This design comes from an exercise in tuning for small area, a short achievable clock period and few clock cycles per item on the open sky130 flow, not from production work. At most, simulation tests tie the RTL to the original design; equivalence was not proved. The RTL of run 3 was laid out without a check of its function. Power figures rest on the tool's default switching activity, not on a simulated workload.

### design/flow/flow/run.sh
#!/bin/bash
# Standard layout with these changes in how it is made:
#  - the synthesized netlist's combinational cells start at their smallest
#    drive strength (repair sizes up what timing needs);
#  - plain buffers on the ports;
#  - flip-flops that drive output ports are placed at their port buffers;
#  - clock tree: no dummy loads, clusters of up to 20 flip-flops on
#    clkbuf_8, clkbuf_16 above them;
set -euo pipefail
export SETUP_SLACK_MARGIN=5.35
export BUFFER_PORTS_ARGS="-buffer_cell sky130_fd_sc_hd__buf_2"
export PRE_DETAIL_PLACE_TCL="$PWD/flow/move_oflops.tcl"
export CTS_ARGS="-sink_clustering_enable -repair_clock_nets -dont_use_dummy_load -sink_clustering_size 20 -sink_clustering_max_diameter 60 -sink_buffer_max_cap_derate 0.2 -buf_list {sky130_fd_sc_hd__clkbuf_8 sky130_fd_sc_hd__clkbuf_16} -root_buf sky130_fd_sc_hd__clkbuf_16 -tree_buf sky130_fd_sc_hd__clkbuf_16 -sink_clustering_buffer sky130_fd_sc_hd__clkbuf_8"
R=orfs/results/sky130hd/deinterlacer_v2/base
bash standard.sh synth > synth.log 2>&1
python3 flow/downsize.py "$FLOW_HOME/platforms/sky130hd/lib/sky130_fd_sc_hd__tt_025C_1v80.lib" "$R/1_2_yosys.v" > downsize.log 2>&1
rm -f "$R/1_synth.odb" "$R/1_synth.sdc"
bash standard.sh > standard.log 2>&1
### design/flow/flow/downsize.py
#!/usr/bin/env python3
"""Swap every combinational cell of the synthesized netlist for the smallest
drive strength of the same cell (same function and pins); the layout's
repair steps then size up what timing needs. Flip-flops are left alone."""
import re, sys
lib, net = sys.argv[1], sys.argv[2]
area = {}
cur = None
for line in open(lib):
    m = re.match(r'\s*cell\s*\(\s*"?(sky130_fd_sc_hd__\w+?)"?\s*\)', line)
    if m:
        cur = m.group(1)
        continue
    m = re.match(r'\s*area\s*:\s*([0-9.]+)', line)
    if m and cur:
        area[cur] = float(m.group(1))
        cur = None
dont = set(sys.argv[3].split()) if len(sys.argv) > 3 else set()
best = {}
for c, a in area.items():
    m = re.match(r'(sky130_fd_sc_hd__\w+)_(\d+)$', c)
    if not m or c in dont:
        continue
    base = m.group(1)
    if base not in best or a < area[best[base]]:
        best[base] = c
seq = re.compile(r'sky130_fd_sc_hd__(df|edf|sdf|dl|clk|conb|tap|fill|decap|lpflow|probe)')
text = open(net).read()
swaps = {}
def sub(m):
    c = m.group(0)
    mm = re.match(r'(sky130_fd_sc_hd__\w+)_(\d+)$', c)
    if not mm or seq.match(c):
        return c
    b = best.get(mm.group(1))
    if b and b != c and area[b] < area[c]:
        swaps[c] = swaps.get(c, 0) + 1
        return b
    return c
text = re.sub(r'\bsky130_fd_sc_hd__\w+\b', sub, text)
open(net, 'w').write(text)
for c, n in sorted(swaps.items()):
    print(c, '->', sub(re.match(r'.*', c)) if False else best[re.match(r'(sky130_fd_sc_hd__\w+)_(\d+)$', c).group(1)], n)
### design/flow/flow/move_oflops.tcl
# Before detailed placement: put each flip-flop that drives an output port's
# buffer at that buffer's spot (detailed placement then legalizes both), so
# the flip-flop's output does not cross the die to reach the port.
set block [ord::get_db_block]
set moved 0
foreach bterm [$block getBTerms] {
  if {[$bterm getIoType] != "OUTPUT"} { continue }
  set net [$bterm getNet]
  if {$net == "NULL"} { continue }
  foreach bit [$net getITerms] {
    if {![$bit isOutputSignal]} { continue }
    set buf [$bit getInst]
    foreach in [$buf getITerms] {
      if {![$in isInputSignal]} { continue }
      set inet [$in getNet]
      if {$inet == "NULL"} { continue }
      foreach d [$inet getITerms] {
        if {![$d isOutputSignal]} { continue }
        set ff [$d getInst]
        if {[[$ff getMaster] isSequential]} {
          lassign [$buf getLocation] x y
          $ff setLocation $x $y
          incr moved
        }
      }
    }
  }
}
puts "move_oflops: moved $moved flip-flops next to their output buffers"
### design/flow/standard.sh
#!/bin/bash
# synth_recipe.tcl (not shown) runs the flow's synth.tcl, then flattens the netlist and writes it again
# the make line also repeats each setting of config.mk as NAME=value (left out here)
make -C /OpenROAD-flow-scripts/flow DESIGN_CONFIG=/design/flow/config.mk WORK_HOME=/design/flow/orfs CLKGATE_MAP_FILE= SYNTH_SCRIPT=/design/flow/synth_recipe.tcl "${@:-finish}"
### design/flow/config.mk
export PLATFORM = sky130hd
export DESIGN_NAME = deinterlacer_v2
export DESIGN_NICKNAME = deinterlacer_v2
export VERILOG_FILES = /design/flow/design.v
export SDC_FILE = /design/flow/constraint.sdc
export NUM_CORES = 4
export LEC_CHECK = 0
export ABC_CLOCK_PERIOD_IN_PS = 2500
export CAP_MARGIN = 20
export CORE_MARGIN = 2
export CORE_UTILIZATION = 75
export PLACE_DENSITY = 0.85
export SLEW_MARGIN = 20
### design/flow/constraint.sdc
create_clock -name core_clock -period 8.0 [get_ports {clock}]
set_input_delay 1.6000 -clock core_clock [delete_from_list [all_inputs] [get_ports {clock}]]
set_output_delay 1.6000 -clock core_clock [all_outputs]
set_load 0.01 [all_outputs]
### design/flow/design.v
`timescale 1ns/1ns
module deinterlacer_v2 (
	clock,
	reset,
	dout_data,
	dout_ready,
	dout_valid,
	dout_startofpacket,
	dout_endofpacket,
	din_data,
	din_ready,
	din_valid,
	din_startofpacket,
	din_endofpacket
);
localparam DW = 24;
input  logic          clock;
input  logic          reset;
output logic [DW-1:0] dout_data;
input  logic          dout_ready;
output logic          dout_valid;
output logic          dout_startofpacket;
output logic          dout_endofpacket;
input  logic [DW-1:0] din_data;
output logic          din_ready;
input  logic          din_valid;
input  logic          din_startofpacket;
input  logic          din_endofpacket;
localparam S_C0 = 0, S_C1 = 1, S_C2 = 2, S_C3 = 3, S_HDR = 4, S_PIX = 5;
logic [5:0] ss;                     
localparam O_IDLE = 0, O_B1 = 1, O_B2 = 2, O_B3 = 3, O_VHDR = 4, O_PIX = 5;
logic [5:0] so;                     
logic [4:0]  wm1;                   
logic [4:0]  lsel_n;                
logic        wsel;                  
logic        oact;                  
logic        ahead;                 
logic        wfull;                 
logic        copy1;                 
logic        lastline;              
logic [4:0]  wp, op;                
logic [4:0]  k;                     
logic [DW-1:0]    r0;
logic [16*DW-1:0] s16;
logic [8*DW-1:0]  s8;               
logic [4*DW-1:0]  s4;
logic [2*DW-1:0]  s2;               
logic [DW-1:0]    s1;
wire  [DW-1:0] o16_n = ~(!lsel_n[4] ? s16[16*DW-1 -: DW] : r0);
wire  [DW-1:0] o8    = ~(!lsel_n[3] ? s8[8*DW-1 -: DW]   : o16_n);
wire  [DW-1:0] o4_n  = ~(!lsel_n[2] ? s4[4*DW-1 -: DW]   : o8);
wire  [DW-1:0] o2    = ~(!lsel_n[1] ? s2[2*DW-1 -: DW]   : o4_n);
wire  [DW-1:0] tap_n = ~(!lsel_n[0] ? s1                 : o2);
always_ff @(posedge clock) begin : loop
	r0  <= wsel ? din_data : ~tap_n;
	s16 <= {s16[15*DW-1:0], r0};
	s8  <= {s8[7*DW-1:0], o16_n};
	s4  <= {s4[3*DW-1:0], o8};
	s2  <= {s2[DW-1:0], o4_n};
	s1  <= o2;
end
wire sink_ctl  = ss[S_C1] || ss[S_C2] || ss[S_C3];
wire in_fire   = din_valid && (ss[S_C0] || ss[S_HDR] || wsel);
wire write_now = din_valid && wsel;
wire pwrite    = write_now && ss[S_PIX];
wire cwrite    = write_now && sink_ctl;
wire can_load  = ovalid_n || dout_ready;
wire op_last   = (op == wm1);
wire wp_last   = (wp == wm1);
wire [4:0] k_p1   = k + 5'd1;
wire [4:0] k_inc  = (k == wm1) ? 5'd0 : k_p1;
wire pix_ready = oact && (k == op) && (copy1 || ahead || wfull || wp != op);
wire pix_load  = so[O_PIX] && pix_ready && can_load;
wire retire    = pix_load && copy1 && op_last;
wire fresh     = pwrite && !oact;                                
wire start     = pwrite && (wp == 5'd0) && (wfull || !oact);     
wire b3_in     = ss[S_HDR] || ss[S_PIX];
wire ctl_ready = (so[O_IDLE] && !ss[S_C0]) ||
                 (so[O_B1] && !ss[S_C1] && k == 5'd0) ||
                 (so[O_B2] && b3_in && k == 5'd2) ||
                 (so[O_B3] && k == 5'd0) ||
                 so[O_VHDR] || so[O_PIX];
wire [5:0] ss_n = !in_fire ? ss :
                  ss[S_PIX] ? ((wp_last && din_endofpacket) ? 6'd1 << S_C0 : ss) :
                  {ss[4:0], 1'b0};
wire [5:0] so_n = so[O_PIX] ? ((retire && lastline && !ahead) ? 6'd1 << O_IDLE : so) :
                  (ctl_ready && can_load) ? {so[4:0], 1'b0} : so;
wire oact_n   = (oact && !(retire && !ahead)) || pwrite;
wire ahead_n  = oact && !retire && (ahead || start);
wire wfull_n  = pwrite ? wp_last : (wfull && !(retire && !ahead));
wire [4:0] wp_n = pwrite ? (wp_last ? 5'd0 : wp + 5'd1) : wp;
wire [4:0] op_n = pix_load ? k_inc : op;
wire copy1_n    = (pix_load && op_last) ? ~copy1 : copy1;
wire [4:0] k_n  = (fresh || (cwrite && ss[S_C1])) ? 5'd0 : k_inc;
wire lastline_n = (pwrite && wp_last) ? din_endofpacket : (lastline && !(retire && !ahead));
wire wp_zero   = (wp == 5'd0);
wire mid_w     = !wp_last && !ahead && (!(wp_zero && wfull) || op[4:1] != 4'd0);
wire k2_wp     = (k_p1 + 5'd1 == wp) || (k == wm1 && wp == 5'd1);
wire mid_nw    = !wfull && !wp_zero && k2_wp && !ahead;
wire early_n   = wfull && copy1 && op != 5'd0 && k_p1 == wm1 && wm1 != 5'd0 && !lastline && !ahead;
wire sp0       = so[O_VHDR] ||
                 (so[O_PIX] && !(lastline && copy1 && op_last && k == op && !ahead));
wire sp1       = (so[O_B3] && ctl_ready);
wire sc0       = so[O_IDLE] || so[O_B1] || so[O_B2] || so[O_B3];
wire sc1       = (so[O_PIX] && pix_ready && copy1 && op_last && lastline && !ahead);
wire spix_v    = ss[S_HDR] || (ss[S_PIX] && !(wsel && wp_last && din_endofpacket));
wire spix_nv   = ss[S_PIX];
wire [5:0] ss_v  = ss[S_C0]  ? 6'd1 << S_C1 :
                   ss[S_HDR] ? 6'd1 << S_PIX :
                   ss[S_PIX] ? ((wsel && wp_last && din_endofpacket) ? 6'd1 << S_C0 : ss) :
                   wsel ? {ss[4:0], 1'b0} : ss;
wire [4:0] k_cv  = (wsel && ss[S_C1]) ? 5'd0 : k_inc;
logic [3:0] wsel_c, drdy_c;
for (genvar i = 0; i < 4; i++) begin : nxt
	wire       dv    = i[0];
	wire       cl    = i[1] ? 1'b1 : ovalid_n;
	wire [5:0] ss_x  = dv ? ss_v : ss;
	wire [4:0] k_x   = dv ? k_cv : k_inc;
	wire       pix_x = (dv ? spix_v : spix_nv) && (sp0 || (sp1 && cl)) &&
	                   ((dv && wsel) ? (mid_w || early_n) : (mid_nw || early_n || !oact));
	wire       ctl_x = (sc0 || (sc1 && cl)) &&
	                   (ss_x[S_C1] || (ss_x[S_C2] && k_x == 5'd0) || (ss_x[S_C3] && k_x == 5'd1));
	assign wsel_c[i] = pix_x || ctl_x;
	assign drdy_c[i] = ss_x[S_C0] || ss_x[S_HDR] || pix_x || ctl_x;
end
wire wsel_n = dout_ready ? (din_valid ? wsel_c[3] : wsel_c[2]) : (din_valid ? wsel_c[1] : wsel_c[0]);
wire drdy_n = dout_ready ? (din_valid ? drdy_c[3] : drdy_c[2]) : (din_valid ? drdy_c[1] : drdy_c[0]);
always_ff @(posedge clock or posedge reset) begin : states
	if (reset) begin
		ss        <= 6'd1 << S_C0;
		so        <= 6'd1 << O_IDLE;
		wsel      <= 0;
		oact      <= 0;
		ahead     <= 0;
		wfull     <= 0;
		copy1     <= 0;
		lastline  <= 0;
		wp        <= 0;
		op        <= 0;
		k         <= 0;
	end else begin
		ss        <= ss_n;
		so        <= so_n;
		wsel      <= wsel_n;
		oact      <= oact_n;
		ahead     <= ahead_n;
		wfull     <= wfull_n;
		copy1     <= copy1_n;
		lastline  <= lastline_n;
		wp        <= wp_n;
		op        <= op_n;
		k         <= k_n;
	end
end
always_ff @(posedge clock) begin : ready_port
	din_ready <= drdy_n;
end
wire [DW-1:0] cb2 = s16[2*DW-1 -: DW];
wire [DW-1:0] cb1 = s16[3*DW-1 -: DW];
wire [4:0] wm1_fld = {cb1[16], cb2[3:0]} - 5'd1;
always_ff @(posedge clock) begin : loop_length
	if (so[O_IDLE]) begin
		wm1    <= 5'd2;
		lsel_n <= ~5'd2;
	end else if (so[O_B3] && ctl_ready && can_load) begin
		wm1    <= wm1_fld;
		lsel_n <= ~wm1_fld;
	end
end
logic ovalid_n;
wire  oload  = so[O_PIX] ? pix_load : (ctl_ready && can_load);
wire  valid_n = oload || (!ovalid_n && !dout_ready);
always_ff @(posedge clock or posedge reset) begin : source_ctl
	if (reset) begin
		dout_valid <= 0;
		ovalid_n   <= 1;
	end else begin
		dout_valid <= valid_n;
		ovalid_n   <= !valid_n;
	end
end
wire [DW-1:0] odata = ({DW{so[O_IDLE]}} & 24'h00_00_0F) |
                      ({DW{so[O_B1]}}   & {4'h0, r0[19:16], 4'h0, r0[11:8], 4'h0, r0[3:0]}) |
                      ({DW{so[O_B2]}}   & {4'h0, s16[18:16], r0[3], 4'h0, s16[10:8], s16[19], 4'h0, s16[3:0]}) |
                      ({DW{so[O_B3]}}   & {4'h0, 4'h2, 4'h0, s16[10:8], 1'b0, 4'h0, s16[2:0], s16[11]}) |
                      ({DW{so[O_PIX]}}  & r0);
wire osop = so[O_IDLE] || so[O_VHDR];
wire oeop = so[O_B3] || (so[O_PIX] && copy1 && op_last && lastline && !ahead);
always_ff @(posedge clock) begin : source_data
	if (can_load) begin
		dout_data          <= odata;
		dout_startofpacket <= osop;
		dout_endofpacket   <= oeop;
	end
end
endmodule
==> impl_metrics.ini, run 1 <==
[timing]
layout_min_cycle_time_ns = 2.700
fin_crit_sh = 0.3375
skew_ns = 0.05520
setup-violations-final = 0
rsz0062_at_grt = true
fmax_ghz = 0.3704
setup_ws_ns = 5.300
relSlewSlack = 0.2984
fin_tns_setup_ns = 0
tightest_slew_ns = 1.052
hold_slack_ns = 0.3004
slew_viol_final = 0
hold_viol_final = 0

[logic_synthesis]
synth_cells = 1357
synthTopCellsByArea = dfxtp_1 75%, mux2i_1 5.8%, dfrtp_1 3.9%
avgSynthCellArea_um2 = 15.25
yosysTopAreaCellShare = 0.7507
ys.warnings.count = 1
synth-main-ff-cell = dfxtp_1
netlist_area_um2 = 20700
seq_area_frac_synth = 0.8306
synth_common_cells = 779 x dfxtp_1, 120 x mux2i_1, 72 x nand2_1, 32 x dfrtp_1, 32 x o21ai_1
ys_types = 58
async_flop_share = 0.04167
syn-num-nets = 1395
yosys.area.top_type = dfxtp_1
yosys_area_um2 = 20770
yosys_register_bits = 840
post-synth-top-count-cell = dfxtp_1
synth-edff-count = 26

[drt]
first_iter_violations = 597
vias = 9346
wl_per_cell_um = 19.54
dr.pass1.iters = 5
postRouteAntennaNets = 0
drc = 0
wl_mm = 34.36
vias_per_cell = 5.316

[outcome]
outcome = finished clean

[worst_setup_path]
slowest_stage = edfxtp_1
cp_cell_sequence = buf_2
cp.required_ns = 6.40
critPathLaunchType = flip-flop
cp-end-kind = primary output
worstReg2RegStart = k[0]
arrival_ns = 1.10
startpoint = dout_data[10]
reg2reg_to = din_ready
r2r_slack_ns = 5.39
cpPeakStageDelay_ns = 0.39
r2r_cells = 8
worstPathMaxFanout = 1
critical_path.top_delay_family = flip-flops
crit_type = reg2out
worst-path-buf-inv = 1

[global_routing]
grt_pass1_vias = 9745
grt_pass1_wl_mm = 53.64
grt_overflow_total = 0
antenna_found_initial = 0
track_usage = 0.2435
grt_max_degree = 52

[placement]
portBuffers = 56
gp_congestion = 0.9049
pre_cts_ws_ns = 4.616
dpl.hpwl_mm = 20.29
dp_cells = 1709

[cts]
clkTransAtPathRegs_ns = 0.12
hold_buffers = 0
clockBufferDepth = 3
clock_latency_ns = 0.55
root_buffer = clkbuf_16
h-tree-depth = 2
cts_tree = done
numCtsBuffers = 48
cts_sinks = 840

[finish]
diodes = 0
nNetsFinal = 1457
area.growth.synth_to_final_pct = 6.565
drive_gt1_frac = 0.09809
layoutNonFillerInstCount = 1758
fill_cells = 1351

[floorplanning]
pin_count = 58
die_w_um = 170.1
rows = 60
initial_core_util = 0.7658
die_area_um2 = 28940
core_area_um2 = 27030
die_h_um = 170.1

[job]
cap_violations = 0

[pwr]
power.density_nw_per_um2 = 473.3
p_leak_nw = 9.564
worst_ir_drop_vdd_v = 0.0002450
totalPowerFinal_mw = 10.44

[min_path]
hold_depth = 0
hold_class = reg2reg
min_from = s16[57]
min_to = s16[81]
[cells by family after synthesis]
kind of cell	share of synthesized area
AND/OR/NAND/NOR	0.03867
buffers and inverters	0.01385
XOR/XNOR	0.01771
flip-flops	0.8306
adder cells (fa/ha/maj)	0.004819
AO/OA/AOI/OAI	0.03650
multiplexers	0.05782
[cell usage in the layout, fill, tap and decap left out, drive strengths merged, types with 8 or more instances in the layout]
cell and count:
a21oi 15, a22o 15, and2 12, buf 62, clkbuf 48, dfrtp 32
dfxtp 779, edfxtp 26, ha 8, inv 17, mux2i 120, nand2 72
nand3 13, nor2 29, nor3 10, o21ai 42, xnor2 26, xor2 16
[metal layers]
layer  vias up  track usage  wire [µm]
met4         0      0.06838        661
li1       4529            -          -
met2       189       0.4074      16640
met1      4575       0.3388      15870
met5         -            0          0
met3        53      0.03302       1183
[sequential cells by signal, summed over array words and instances, names as in the netlist, 6 cells and up]
register,flops
s8,192
s4,96
so,6
s2,48
s16,384
s1,24
dout_data,24
ss,6
r0,24
[metrics by stage]
stage	utilization	instance area (µm²)
2_1_floorplan	-	20740
3_3_place_gp	0.7878	21290
3_5_place_dp	0.7878	21290
4_1_cts	0.8155	22040
5_1_grt	0.8161	22060
6_report	0.8161	22060
[worst max-delay path by stage]
stage,cells past startpoint,endpoint,slack (ns)
detailed placement,8,din_ready,4.62
floorplan,8,din_ready,5.07
CTS,1,dout_data[10],5.28
global route,1,dout_data[1],5.27
finish,1,dout_data[10],5.30
global placement,8,din_ready,4.66
[report_power, final]
part           total [mW]  switching, mW  internal (mW)
logic                1.44          0.801          0.640
clock network        1.73           1.13          0.604
registers            7.26          0.939           6.33
[final cells by class]
type / count / area [µm²] / area share
Tap cell: 341 / 426.7 / 0.01934
Inverter: 17 / 63.81 / 0.002893
Clock buffer: 48 / 716.9 / 0.03251
Multi-Input combinational cell: 450 / 3254 / 0.1475
Sequential cell: 840 / 17270 / 0.7830
Timing Repair Buffer: 62 / 325.3 / 0.01475
[repair_timing]
item                                    4_1_cts  5_1_grt
pin swaps                                     0        2
endpoints found under the setup margin       29       31
resized for setup                             9        4
setup buffers                                 0        1
Testbench counts, summed over its fixed seeds: cycles 15,258, frames 64.
==> run 2: changes to the inputs <==
--- a/design/flow/config.mk
+++ b/design/flow/config.mk
@@ -10,4 +10,4 @@
 export CORE_MARGIN = 2
-export CORE_UTILIZATION = 75
-export PLACE_DENSITY = 0.85
+export CORE_UTILIZATION = 70
+export PLACE_DENSITY = 0.9
 export SLEW_MARGIN = 20
==> impl_metrics.ini, run 2 <==
[worst_setup_path]
critical_path.top_delay_family = flip-flops
worst-path-buf-inv = 1
cp_cell_sequence = buf_2
worstReg2RegStart = wm1[1]
cp.required_ns = 6.40
cp_num_cells = 1
setup.worst_path.end = dout_data[14]
startpoint = dout_data[14]
crit_type = reg2out
cpPeakStageDelay_ns = 0.46
reg2reg_to = din_ready
worstPathMaxFanout = 1
arrival_ns = 1.18
r2r_cells = 7
cp-end-kind = primary output
slowest_stage = edfxtp_1
critPathLaunchType = flip-flop
r2r_slack_ns = 5.39

[floorplanning]
initial_core_util = 0.7153
die_area_um2 = 30960
die_w_um = 176.0
pin_count = 58
die_h_um = 176.0
rows = 62
core_area_um2 = 28940

[logic_synthesis]
yosys_area_um2 = 20770
synth-main-ff-cell = dfxtp_1
netlist_area_um2 = 20700
post-synth-top-count-cell = dfxtp_1
synth-edff-count = 26
ys_types = 58
synth_mux_area_frac = 0.05782
seq_area_frac_synth = 0.8306
synthXorXnorAreaFrac = 0.01771
synth_cells = 1357
ys.warnings.count = 1
synth_common_cells = 779 x dfxtp_1, 120 x mux2i_1, 72 x nand2_1, 32 x dfrtp_1, 32 x o21ai_1
yosys.area.top_type = dfxtp_1
yosys_register_bits = 840
avgSynthCellArea_um2 = 15.25
syn-num-nets = 1395
yosysTopAreaCellShare = 0.7507
synthTopCellsByArea = dfxtp_1 75%, mux2i_1 5.8%, dfrtp_1 3.9%
synth_fa_ha_area_frac = 0.004818
yosys.area_share.simple = 0.03867
synth_top_family_by_area = multiplexers
synth_compound_area_frac = 0.03650
async_flop_share = 0.04167

[global_routing]
grt_pass1_wl_mm = 55.79
antenna_found_initial = 0
grt_max_degree = 51
grt_overflow_total = 0
grt_pass1_vias = 9948
track_usage = 0.2373

[job]
cap_violations = 0

[cts]
clock_latency_ns = 0.54
cts_sinks = 840
clkTransAtPathRegs_ns = 0.11
clockBufferDepth = 3
root_buffer = clkbuf_16
h-tree-depth = 2
cts_tree = done
numCtsBuffers = 49

[timing]
layout_min_cycle_time_ns = 2.780
fmax_ghz = 0.3597
fin_crit_sh = 0.3475
setup-violations-final = 0
rsz0062_at_grt = true
fin_tns_setup_ns = 0
hold_viol_final = 0
relSlewSlack = 0.2781
skew_ns = 0.07655
slew_viol_final = 0
tightest_slew_ns = 1.083

[drt]
vias_per_cell = 5.258
dr.pass1.iters = 5
postRouteAntennaNets = 0
wl_mm = 36.21
first_iter_violations = 704
drc = 0
wl_per_cell_um = 20.09
vias = 9475

[finish]
area.growth.synth_to_final_pct = 6.958
regMostFlops = s16
final_common_cell = dfxtp_1
largest_reg_flops = 384
diodes = 0
final_cell_mix = 775 x dfxtp_1, 120 x mux2i_1, 72 x nand2_1, 54 x buf_2, 44 x clkbuf_8
largest_registers = s16 (384), s8 (192), s4 (96)
nNetsFinal = 1458
drive_gt1_frac = 0.09803
fin_area_um2 = 22140

[outcome]
outcome = finished clean

[pwr]
p_leak_nw = 9.574
totalPowerFinal_mw = 10.53
power.density_nw_per_um2 = 475.9
worst_ir_drop_vdd_v = 0.0001987

[placement]
placed_area_um2 = 21350
gp_congestion = 0.9086
dpl.hpwl_mm = 21.45
portBuffers = 56

[min_path]
hold_class = reg2reg
min_from = s8[112]
## run 2: cell families (layout without fill, tap and decap cells)
| group | after synthesis | after routing |
|---|---|---|
| simple gates | 168 | 168 |
| compound gates | 112 | 112 |
| buf+inv | 67 | 128 |
| fa+ha+maj | 8 | 8 |
| xor+xnor | 42 | 42 |
| flops | 840 | 840 |
| mux | 120 | 120 |
## run 2: cell type report
cell class,count,area [µm²]
multi-input combinational,450,3256
fill,1570,6798
clock buffer,49,730.7
tap,384,480.5
inverter,17,63.81
sequential,840,17270
timing repair buffer,62,337.8
## run 2: power by group
group	switching, mW	internal (mW)	total (mW)
sequential	0.973	6.33	7.30
combinational	0.827	0.645	1.47
clock	1.15	0.615	1.76
total	2.95	7.59	10.5
## run 2: metal layers
| layer | track usage | part of all wire |
|---|---|---|
| met3 | 0.03402 | 0.042 |
| met4 | 0.07541 | 0.026 |
| met2 | 0.4121 | 0.50 |
| met5 | 0 | 0 |
| met1 | 0.3114 | 0.44 |
## run 2: what timing repair did
item,CTS,global route
endpoints found under the setup margin,31,31
gates resized for setup,10,4
hold buffers,0,0
endpoints found under the hold margin,0,0
buffers inserted,0,1
pin swaps,0,2
## run 2: worst min-delay path by stage
stage	to	cells past startpoint	slack, ns
3_3_place_gp	s16[216]	0	0.31
3_5_place_dp	s16[204]	0	0.31
2_1_floorplan	s16[100]	0	0.31
6_report	s8[136]	0	0.30
5_1_grt	s8[64]	0	0.30
4_1_cts	s8[136]	0	0.30
## run 2: per-stage QoR
| step | hold WS [ns] | cells | util | setup WS, ns |
|---|---|---|---|---|
| 2_1_floorplan | 0.3096 | 1357 | - | 5.070 |
| 3_3_place_gp | 0.3098 | 1752 | 0.7377 | 4.663 |
| 3_5_place_dp | 0.3121 | 1752 | 0.7377 | 4.598 |
| 4_1_cts | 0.2990 | 1801 | 0.7641 | 5.194 |
| 5_1_grt | 0.3049 | 1802 | 0.7651 | 5.175 |
| 6_report | 0.2992 | 1802 | 0.7651 | 5.220 |
==> run 3: changes to the inputs <==
--- a/design/flow/design.v
+++ b/design/flow/design.v
@@ -33,3 +33,2 @@
 logic [4:0]  wm1;                   
-logic [4:0]  lsel_n;                
 logic        wsel;                  
@@ -48,7 +47,7 @@
 logic [DW-1:0]    s1;
-wire  [DW-1:0] o16_n = ~(!lsel_n[4] ? s16[16*DW-1 -: DW] : r0);
-wire  [DW-1:0] o8    = ~(!lsel_n[3] ? s8[8*DW-1 -: DW]   : o16_n);
-wire  [DW-1:0] o4_n  = ~(!lsel_n[2] ? s4[4*DW-1 -: DW]   : o8);
-wire  [DW-1:0] o2    = ~(!lsel_n[1] ? s2[2*DW-1 -: DW]   : o4_n);
-wire  [DW-1:0] tap_n = ~(!lsel_n[0] ? s1                 : o2);
+wire  [DW-1:0] o16_n = ~(wm1[4] ? s16[16*DW-1 -: DW] : r0);
+wire  [DW-1:0] o8    = ~(wm1[3] ? s8[8*DW-1 -: DW]   : o16_n);
+wire  [DW-1:0] o4_n  = ~(wm1[2] ? s4[4*DW-1 -: DW]   : o8);
+wire  [DW-1:0] o2    = ~(wm1[1] ? s2[2*DW-1 -: DW]   : o4_n);
+wire  [DW-1:0] tap_n = ~(wm1[0] ? s1                 : o2);
 always_ff @(posedge clock) begin : loop
@@ -161,9 +160,6 @@
 always_ff @(posedge clock) begin : loop_length
-	if (so[O_IDLE]) begin
-		wm1    <= 5'd2;
-		lsel_n <= ~5'd2;
-	end else if (so[O_B3] && ctl_ready && can_load) begin
-		wm1    <= wm1_fld;
-		lsel_n <= ~wm1_fld;
-	end
+	if (so[O_IDLE])
+		wm1 <= 5'd2;
+	else if (so[O_B3] && ctl_ready && can_load)
+		wm1 <= wm1_fld;
 end
--- a/design/flow/config.mk
+++ b/design/flow/config.mk
@@ -10,4 +10,4 @@
 export CORE_MARGIN = 2
-export CORE_UTILIZATION = 70
-export PLACE_DENSITY = 0.9
+export CORE_UTILIZATION = 60
+export PLACE_DENSITY = 0.8
 export SLEW_MARGIN = 20
==> impl_metrics.ini, run 3 <==
[worst_setup_path]
slowest_stage = nor4b_1
startpoint = dout_ready
critPathLaunchType = input pin
r2r_cells = 8
worstPathMaxFanout = 6
arrival_ns = 3.17
worst-path-buf-inv = 1
cp.required_ns = 8.44
cp_cell_sequence = buf_2 > nor2_4 > nor4b_1 > a2111o_1 > nand4_1 > nand4b_1
reg2reg_to = din_ready
worstReg2RegStart = wm1[4]
cp_num_cells = 6
setup.worst_path.end = din_ready
r2r_slack_ns = 5.40
cpPeakStageDelay_ns = 0.70
critical_path.top_delay_family = simple AND/OR/NAND/NOR gates
cp-end-kind = flip-flop
crit_type = in2reg

[placement]
gp_congestion = 0.8668
dpl.hpwl_mm = 19.00
portBuffers = 56
placed_area_um2 = 21350
dp_cells = 1803

[finish]
largest_registers = s16 (384), s8 (192), s4 (96)
final_common_cell = dfxtp_1
largest_reg_flops = 384
final_cell_mix = 769 x dfxtp_1, 121 x mux2i_1, 56 x buf_2, 53 x nand2_1, 42 x clkbuf_8
fin_area_um2 = 22150
layoutNonFillerInstCount = 1856
regMostFlops = s16
nNetsFinal = 1446
area.growth.synth_to_final_pct = 7.533
multi_input_area_um2 = 3259
drive_gt1_frac = 0.09886
regArea_um2 = 17170
fill_cells = 2371

[global_routing]
grt_max_degree = 53
grt_overflow_total = 0
track_usage = 0.1793
grt_pass1_vias = 9325
grt_pass1_wl_mm = 49.87
antenna_found_initial = 1

[pwr]
power.density_nw_per_um2 = 266.4
worst_ir_drop_vdd_v = 0.0001933
totalPowerFinal_mw = 5.900
p_leak_nw = 8.770

[drt]
wl_mm = 31.40
first_iter_violations = 497
drc = 0
vias_per_cell = 4.962
postRouteAntennaNets = 0
wl_per_cell_um = 16.92
vias = 9210
dr.pass1.iters = 5

[timing]
fin_crit_sh = 0.3417
setup-violations-final = 0
layout_min_cycle_time_ns = 2.733
relSlewSlack = 0.4652
hold_viol_final = 0
rsz0062_at_grt = true
skew_ns = 0.02649
fmax_ghz = 0.3658
hold_slack_ns = 0.3207
slew_viol_final = 0
tightest_slew_ns = 0.7910
fin_tns_setup_ns = 0

[logic_synthesis]
netlist_area_um2 = 20600
yosysTopAreaCellShare = 0.7493
ys_types = 66
synth_cells = 1338
synth-main-ff-cell = dfxtp_1
seq_area_frac_synth = 0.8296
syn-num-nets = 1376
yosys.area.top_type = dfxtp_1
ys.warnings.count = 1
yosys_area_um2 = 20680
synthTopCellsByArea = dfxtp_1 75%, mux2i_1 5.9%, dfrtp_1 3.9%
synth_common_cells = 774 x dfxtp_1, 121 x mux2i_1, 53 x nand2_1, 40 x o21ai_0, 33 x nor2_1
synth-edff-count = 26
async_flop_share = 0.04192
post-synth-top-count-cell = dfxtp_1
avgSynthCellArea_um2 = 15.39
yosys_register_bits = 835

[cts]
clock_latency_ns = 0.55
h-tree-depth = 2
numCtsBuffers = 47
clkTransAtPathRegs_ns = 0.11
root_buffer = clkbuf_16
cts_sinks = 835
clockBufferDepth = 3
hold_buffers = 0
cts_tree = done

[job]
cap_violations = 0

[outcome]
outcome = finished clean

[floorplanning]
core_area_um2 = 33700
rows = 67
die_area_um2 = 35830
die_h_um = 189.3
die_w_um = 189.3
initial_core_util = 0.6112
pin_count = 58

[min_path]
hold_class = reg2reg
==> run 3: area by class of cell <==
class,count,share of cell area
diodes,2,0.0002260
clock buffers,47,0.03175
inverters,16,0.002881
multi-input cells,441,0.1472
flip-flops and latches,835,0.7754
well taps,448,0.02531
repair buffers,66,0.01689
repair inverters,1,0.0003390
==> run 3: stage by stage <==
step,setup WS (ns),util
after detailed placement,4.467,0.6334
after global placement,4.586,0.6332
final,5.267,0.6572
after global routing,5.247,0.6571
after floorplan,5.277,-
after CTS,5.264,0.6561
==> run 3: kinds of logic (layout without fill, tap and decap cells) <==
family	Yosys count	count (layout)	share of synthesized area
flops	835	835	0.8296
simple gates	160	160	0.04011
mux	121	121	0.05857
compound gates	112	112	0.03552
buf+inv	62	130	0.01379
xor+xnor	40	40	0.01761
fa+ha+maj	8	8	0.004840
other cells	0	2	0
==> run 3: per-layer routing <==
layer | routed length [µm] | vias up | share of wire | global-route usage
li1 | - | 4516 | - | -
met1 | 15230 | 4440 | 0.48 | 0.2551
met2 | 14040 | 190 | 0.45 | 0.2801
met3 | 1347 | 64 | 0.043 | 0.03355
met4 | 793 | 0 | 0.025 | 0.05903
met5 | 0 | - | 0 | 0
==> run 3: what timing repair did <==
action | CTS | global route
buffers inserted | 3 | 0
gates cloned | 1 | 0
endpoints found under the setup margin | 48 | 34
gates resized for setup | 10 | 8
==> run 3: worst min path at each step <==
stage               startpoint        to  cells after the start
floorplan              s16[76]  s16[100]                      0
global placement      s16[273]  s16[297]                      0
detailed placement    s16[134]  s16[158]                      0
CTS                   s16[338]  s16[362]                      0
global route          s16[338]  s16[362]                      0
finish                s16[338]  s16[362]                      0
==> run 3: where the power goes <==
group	internal, mW	switching, mW	total (mW)	leakage [nW]
clock network	0.593	1.11	1.70	0.364
registers	4.18	0.00303	4.18	7.04
logic	0.00925	0.0117	0.0210	1.37

==> what the ideal ports hide <==
Ports are ideal in the flow. The routed layouts listed here were re-timed in OpenROAD.
Step 1, drivers: a clkbuf_16 drives clock and a buf_2 each remaining input, both assumed.
Step 2 also shifts input and output timing later by t, the mid clock arrival at the registers, as if the neighbouring blocks saw the same clock.
Slacks: ideal / step 1 / step 2; pairs: ideal / step 1.
run	t (ns)	setup slack, ns	clock arrival spread, ns
run 1	0.564	5.300 / 5.250 / 4.789	0.079 / 0.079
run 2	0.553	5.220 / 5.168 / 4.801	0.083 / 0.083
run 3	0.583	5.267 / 5.270 / 4.690	0.037 / 0.037
After both steps every run listed still meets setup and hold. For run 3, which loses most, drivers alone change the setup slack by +0.003 ns; drivers and shift together by -0.577 ns.
